Context: an optimization exercise on an open-source flow, tuned for small area, a short achievable clock period and few clock cycles per item. The choices shown serve that exercise and are no tape-out recipe.
Function not checked in this run: the RTL went through the layout flow alone.
No activity file was given, so power comes from the tool's default toggle rates.

## config.mk

```make
export PLATFORM = sky130hd
export DESIGN_NAME = arbiter
export DESIGN_NICKNAME = arbiter
export VERILOG_FILES = /design/flow/design.v
export SDC_FILE = /design/flow/constraint.sdc
export NUM_CORES = 4
export LEC_CHECK = 0
export CAP_MARGIN = 20
export CORE_AREA = 2.3 2.72 67.62 65.28
export DIE_AREA = 0 0 70 68
export SETUP_SLACK_MARGIN = 1.8
export SLEW_MARGIN = 20
```

## constraint.sdc

```tcl
create_clock -name core_clock -period 4.0 [get_ports {axis_aclk}]
set_input_delay 0.8000 -clock core_clock [delete_from_list [all_inputs] [get_ports {axis_aclk}]]
set_output_delay 0.8000 -clock core_clock [all_outputs]
set_load 0.01 [all_outputs]
```

## design.v

```verilog
`timescale 1 ns / 1 ps
`default_nettype none
module arbiter
(
	input  wire          axis_aclk,
	input  wire          axis_aresetn,
	input  wire [31 : 0] s0a_axis_tdata,
	input  wire  		 s0a_axis_tvalid,
	output wire  		 s0a_axis_tready,
	input  wire  		 s0a_axis_tlast,
	input  wire [31 : 0] s0b_axis_tdata,
	input  wire          s0b_axis_tvalid,
	output wire          s0b_axis_tready,
	input  wire          s0b_axis_tlast,
	output wire [31 : 0] m0k_axis_tdata,
	output wire          m0k_axis_tvalid,
	input wire           m0k_axis_tready,
	output wire          m0k_axis_tlast,
    output wire          m0k_axis_a,
    output wire          m0k_axis_b
);
reg ga, gb;
reg lock;
wire sel_valid = gb ? s0b_axis_tvalid : s0a_axis_tvalid;
wire sel_last  = gb ? s0b_axis_tlast  : s0a_axis_tlast;
wire oth_valid = gb ? s0a_axis_tvalid : s0b_axis_tvalid;
wire take      = sel_valid & m0k_axis_tready;
wire flip = take ? (sel_last & oth_valid) : (~lock & ~sel_valid);
always @(posedge axis_aclk or negedge axis_aresetn)
    if (~axis_aresetn) lock <= 1'b0;
    else if (take) lock <= ~sel_last;
always @(posedge axis_aclk or negedge axis_aresetn)
    if (~axis_aresetn) ga <= 1'b1;
    else if (flip) ga <= ~ga;
always @(posedge axis_aclk or negedge axis_aresetn)
    if (~axis_aresetn) gb <= 1'b0;
    else if (flip) gb <= ~gb;
assign m0k_axis_tvalid = (ga & s0a_axis_tvalid) | (gb & s0b_axis_tvalid);
assign m0k_axis_tdata  = ({32{ga}} & s0a_axis_tdata) | ({32{gb}} & s0b_axis_tdata);
assign m0k_axis_tlast  = (ga & s0a_axis_tlast) | (gb & s0b_axis_tlast);
assign m0k_axis_a      = ga;
assign m0k_axis_b      = gb;
assign s0a_axis_tready = m0k_axis_tready & ~gb;
assign s0b_axis_tready = m0k_axis_tready & gb;
endmodule
`default_nettype wire
```

## flow/run.sh

```bash
#!/bin/bash
set -euo pipefail
DU="sky130_fd_sc_hd__probe_p_8 sky130_fd_sc_hd__probec_p_8 sky130_fd_sc_hd__lpflow_bleeder_1 sky130_fd_sc_hd__lpflow_clkbufkapwr_1 sky130_fd_sc_hd__lpflow_clkbufkapwr_16 sky130_fd_sc_hd__lpflow_clkbufkapwr_2 sky130_fd_sc_hd__lpflow_clkbufkapwr_4 sky130_fd_sc_hd__lpflow_clkbufkapwr_8 sky130_fd_sc_hd__lpflow_clkinvkapwr_1 sky130_fd_sc_hd__lpflow_clkinvkapwr_16 sky130_fd_sc_hd__lpflow_clkinvkapwr_2 sky130_fd_sc_hd__lpflow_clkinvkapwr_4 sky130_fd_sc_hd__lpflow_clkinvkapwr_8 sky130_fd_sc_hd__lpflow_decapkapwr_12 sky130_fd_sc_hd__lpflow_decapkapwr_3 sky130_fd_sc_hd__lpflow_decapkapwr_4 sky130_fd_sc_hd__lpflow_decapkapwr_6 sky130_fd_sc_hd__lpflow_decapkapwr_8 sky130_fd_sc_hd__lpflow_inputiso0n_1 sky130_fd_sc_hd__lpflow_inputiso0p_1 sky130_fd_sc_hd__lpflow_inputiso1n_1 sky130_fd_sc_hd__lpflow_inputiso1p_1 sky130_fd_sc_hd__lpflow_inputisolatch_1 sky130_fd_sc_hd__lpflow_isobufsrc_1 sky130_fd_sc_hd__lpflow_isobufsrc_16 sky130_fd_sc_hd__lpflow_isobufsrc_2 sky130_fd_sc_hd__lpflow_isobufsrc_4 sky130_fd_sc_hd__lpflow_isobufsrc_8 sky130_fd_sc_hd__lpflow_isobufsrckapwr_16 sky130_fd_sc_hd__lpflow_lsbuf_lh_hl_isowell_tap_1 sky130_fd_sc_hd__lpflow_lsbuf_lh_hl_isowell_tap_2 sky130_fd_sc_hd__lpflow_lsbuf_lh_hl_isowell_tap_4 sky130_fd_sc_hd__lpflow_lsbuf_lh_isowell_4 sky130_fd_sc_hd__lpflow_lsbuf_lh_isowell_tap_1 sky130_fd_sc_hd__lpflow_lsbuf_lh_isowell_tap_2 sky130_fd_sc_hd__lpflow_lsbuf_lh_isowell_tap_4"
DU="$DU sky130_fd_sc_hd__buf_12 sky130_fd_sc_hd__buf_16 sky130_fd_sc_hd__clkbuf_8 sky130_fd_sc_hd__clkbuf_16"
DU="$DU sky130_fd_sc_hd__dfrtp_2 sky130_fd_sc_hd__dfrtp_4 sky130_fd_sc_hd__dfstp_2 sky130_fd_sc_hd__dfstp_4"
bash standard.sh \
  DONT_USE_CELLS="$DU" \
  BUFFER_PORTS_ARGS="-buffer_cell sky130_fd_sc_hd__buf_1" \
  CTS_ARGS="-buf_list sky130_fd_sc_hd__clkbuf_2 -root_buf sky130_fd_sc_hd__clkbuf_2 -dont_use_dummy_load -repair_clock_nets" \
  finish > standard.log 2>&1
```

## standard.sh

```bash
#!/bin/bash
# synth_recipe.tcl (not shown) runs the flow's synth.tcl, then flattens the netlist and writes it again
# the make line also repeats each setting of config.mk as NAME=value (left out here)
make -C /OpenROAD-flow-scripts/flow DESIGN_CONFIG=/design/flow/config.mk WORK_HOME=/design/flow/orfs CLKGATE_MAP_FILE= SYNTH_SCRIPT=/design/flow/synth_recipe.tcl "${@:-finish}"
```

==> results.cfg <==
[run_status]
status = timing/DRC/antenna clean

[global_routing]
antenna_found_initial = 0
gr-total-overflow = 0
grt_max_degree = 23
grt_pass1_vias = 773
grt_pass1_wl_um = 3700
grt_use_total = 0.0974

[timing]
period_needed_ns = 2.08
slew_headroom = 0.760
fin_hold_ws_ns = 0.387
hold_violations = 0
slew_viol_final = 0
setup_viol = 0
tns_ns = 0
period_share = 0.519
fmax_ghz = 0.482
rsz0062_at_grt = no
worst_pin_slew_ns = 0.350
fin_skew_ns = 0.0168

[detailed_routing]
ant_nets = 0
wl_per_cell_um = 11.9
drtIter0Drc = 16
met2_length_um = 1310
vias = 927
routed_wl_um = 2600
top_layer = met3
wl_met3_um = 207
via_per_inst = 4.25
drc_errors = 0
first_pass_iters = 4
met1_length_um = 1080

[layout]
area_growth_pct = 99.0
fillers = 465
final-seq-area_um2 = 76.3
fin_nets = 241
antennaDiodeCount = 0
multi_input_area_um2 = 390
drive_above_1_share = 0.0595

[clock_network]
clk_pin_slew_ns = 0.05
cts_max_level = 1
cts-root-buf = clkbuf_2
cts_made_buffers = 3
clk_path_buf_depth = 2
cts_tree = yes
cts.sinks = 3
insertion_delay_ns = 0.21

[worst_setup_path]
required_ns = 3.20
worstSetupPathType = register to primary output
critPathCaptureType = primary output
reg2regPathDepth = 4
timing.rr.start = gb
start_kind = register
reg2reg_to = gb
cp.arrival_ns = 1.28
ff2ff_setup_slack_ns = 2.58
startpoint = ga
path_max_fanout = 11

[synth]
ys.warnings.count = 1
synthSimpleGateAreaFrac = 0.0499
synth_compound_area_frac = 0.646
syn_area_um2 = 502
synth-adder-area-share = 0
synth_nets = 129
syn_avg_cell_area_um2 = 8.65
synth_top_cell_by_area = a22o_1
muxShareOfSynthArea = 0.0648
synthCells = 58
synth_top_family_by_area = compound AO/OA/AOI/OAI gates
synth_xor_area_frac = 0.0175
ys_seq_area_frac = 0.152
synth_top_area_frac = 0.594
synth_area_leaders = a22o_1, dfrtp_1, dfstp_1
synth-seq-cells = 3
synth.distinct_cells = 16

[power]
p_per_area_mw_per_mm2 = 671
power_frac_comb = 0.855
p_sw_uw = 354
swShare = 0.528
p_leak_uw = 0.000375
intPower_uw = 316
vdd_drop_max_v = 0.000308
pwr-share-clk = 0.052
seq_power_share = 0.093
finalPower_uw = 670

[floorplanning]
die_area_mm2 = 0.00476
coreArea_mm2 = 0.00409
rows = 23
dieWidth_um = 70
ios = 109
start_util = 0.123
die_height_um = 68

[placed_design]
dp_hpwl_um = 1890
place.gp.congestion = 0.665
port_buffers = 108

[hold_path]
hold_class = primary input to async pin

[flow_run]
drv_cap = 0
-- cells by family (layout without fill, tap and decap cells) --
group,Yosys count,in the layout
xor+xnor,1,1
flops,3,3
compound gates,38,38
mux,3,3
simple gates,5,5
buf+inv,8,118
-- worst max-delay path, stage by stage (launching register included) --
cell,delay [ns]
dfstp_1,0.54
buf_4,0.20
a22o_1,0.17
buf_1,0.15
-- cells in the mapped netlist --
library cell	number
o22ai_1	2
nand2_1	1
nor2_1	1
a22o_1	34
mux2i_1	1
dfstp_1	1
mux2_1	2
o21ai_0	1
and2_1	1
dfrtp_1	2
nand3_1	1
nor2b_1	1
buf_2	4
xor2_1	1
o22a_1	1
clkbuf_1	4
-- state kept, by name, indices dropped and copies added, names as in the netlist --
register	count
gb	1
ga	1
lock	1
-- cell type report --
type	instances	share of cell area
timing repair buffer	115	0.455
clock buffer	3	0.0150
tap	50	0.0627
multi-input combinational	47	0.391
sequential	3	0.0764
-- per-stage QoR --
stage                      util  instances  setup WS (ns)  instance area, um^2
after floorplan               -         58           1.96                  502
after global placement    0.230        209           1.46                  940
after detailed placement  0.230        209           1.39                  940
after CTS                 0.244        218           1.90                  998
after global routing      0.244        218           1.82                  998
final                     0.244        218           1.92                  998
-- per-layer routing --
metal	vias up	global-route usage
li1	469	-
met1	411	0.122
met2	47	0.175
met3	0	0.0191
met4	0	0.0216
met5	-	0
-- timing repair --
action / 4_1_cts / 5_1_grt
setup endpoints to repair: 36 / 0
hold endpoints to repair: 0 / 0
gates resized for setup: 1 / 0
setup buffers: 6 / 0
hold buffers: 0 / 0
-- how the worst max path moves through the flow --
| stage | endpoint | slack [ns] | cells past startpoint |
|---|---|---|---|
| 6_report | m0k_axis_tdata[31] | 1.92 | 3 |
| 3_5_place_dp | m0k_axis_tdata[31] | 1.39 | 2 |
| 4_1_cts | m0k_axis_tdata[31] | 1.90 | 3 |
| 5_1_grt | m0k_axis_tdata[28] | 1.82 | 3 |
| 2_1_floorplan | m0k_axis_tdata[21] | 1.96 | 3 |
| 3_3_place_gp | m0k_axis_tdata[31] | 1.46 | 2 |
-- layout by cell type (no fill, tap or decap) --
master	Yosys	final
o22ai_1	2	2
buf_2	4	3
dfstp_1	1	1
clkbuf_2	0	3
nand2_1	1	1
xor2_1	1	1
mux2_1	2	2
o22a_1	1	1
o21ai_0	1	1
buf_6	0	1
buf_1	0	108
nand3_1	1	1
nor2_1	1	1
dfrtp_1	2	2
buf_4	0	3
and2_1	1	1
nor2b_1	1	1
a22o_1	34	34
mux2i_1	1	1
-- power groups by stage --
stage,Clock [uW],Sequential (uW),Combinational [uW]
global placement,0,136,444
finish,34.5,62.4,573
floorplan,0,66.6,362
global route,38.2,64.9,636
CTS,37.1,62.2,582
detailed placement,0,141,448

re-timing with driven ports:
The results above use ideal ports. As a check the final layout listed here was re-extracted and re-timed, cells and wires unchanged.
Step 1: set_driving_cell puts a clkbuf_16 on axis_aclk and a buf_2 on each other input, an assumption about the parent block.
Step 2 times the ports against the registers' clock, not the clock port: input delays grow and output delays shrink by t, the midpoint of the rising clock arrivals with the driver on.
Slacks: ideal / step 1 / step 2; pairs: ideal / step 1.
shift t [ns]: 0.215
setup slack, ns: 1.923 / 1.908 / 1.915
worst setup path at the end: input to output
cell pins on the clock port's net: 1
After both steps this run still meets setup and hold. For this run, drivers alone change the setup slack by -0.015 ns; drivers and shift together by -0.008 ns.
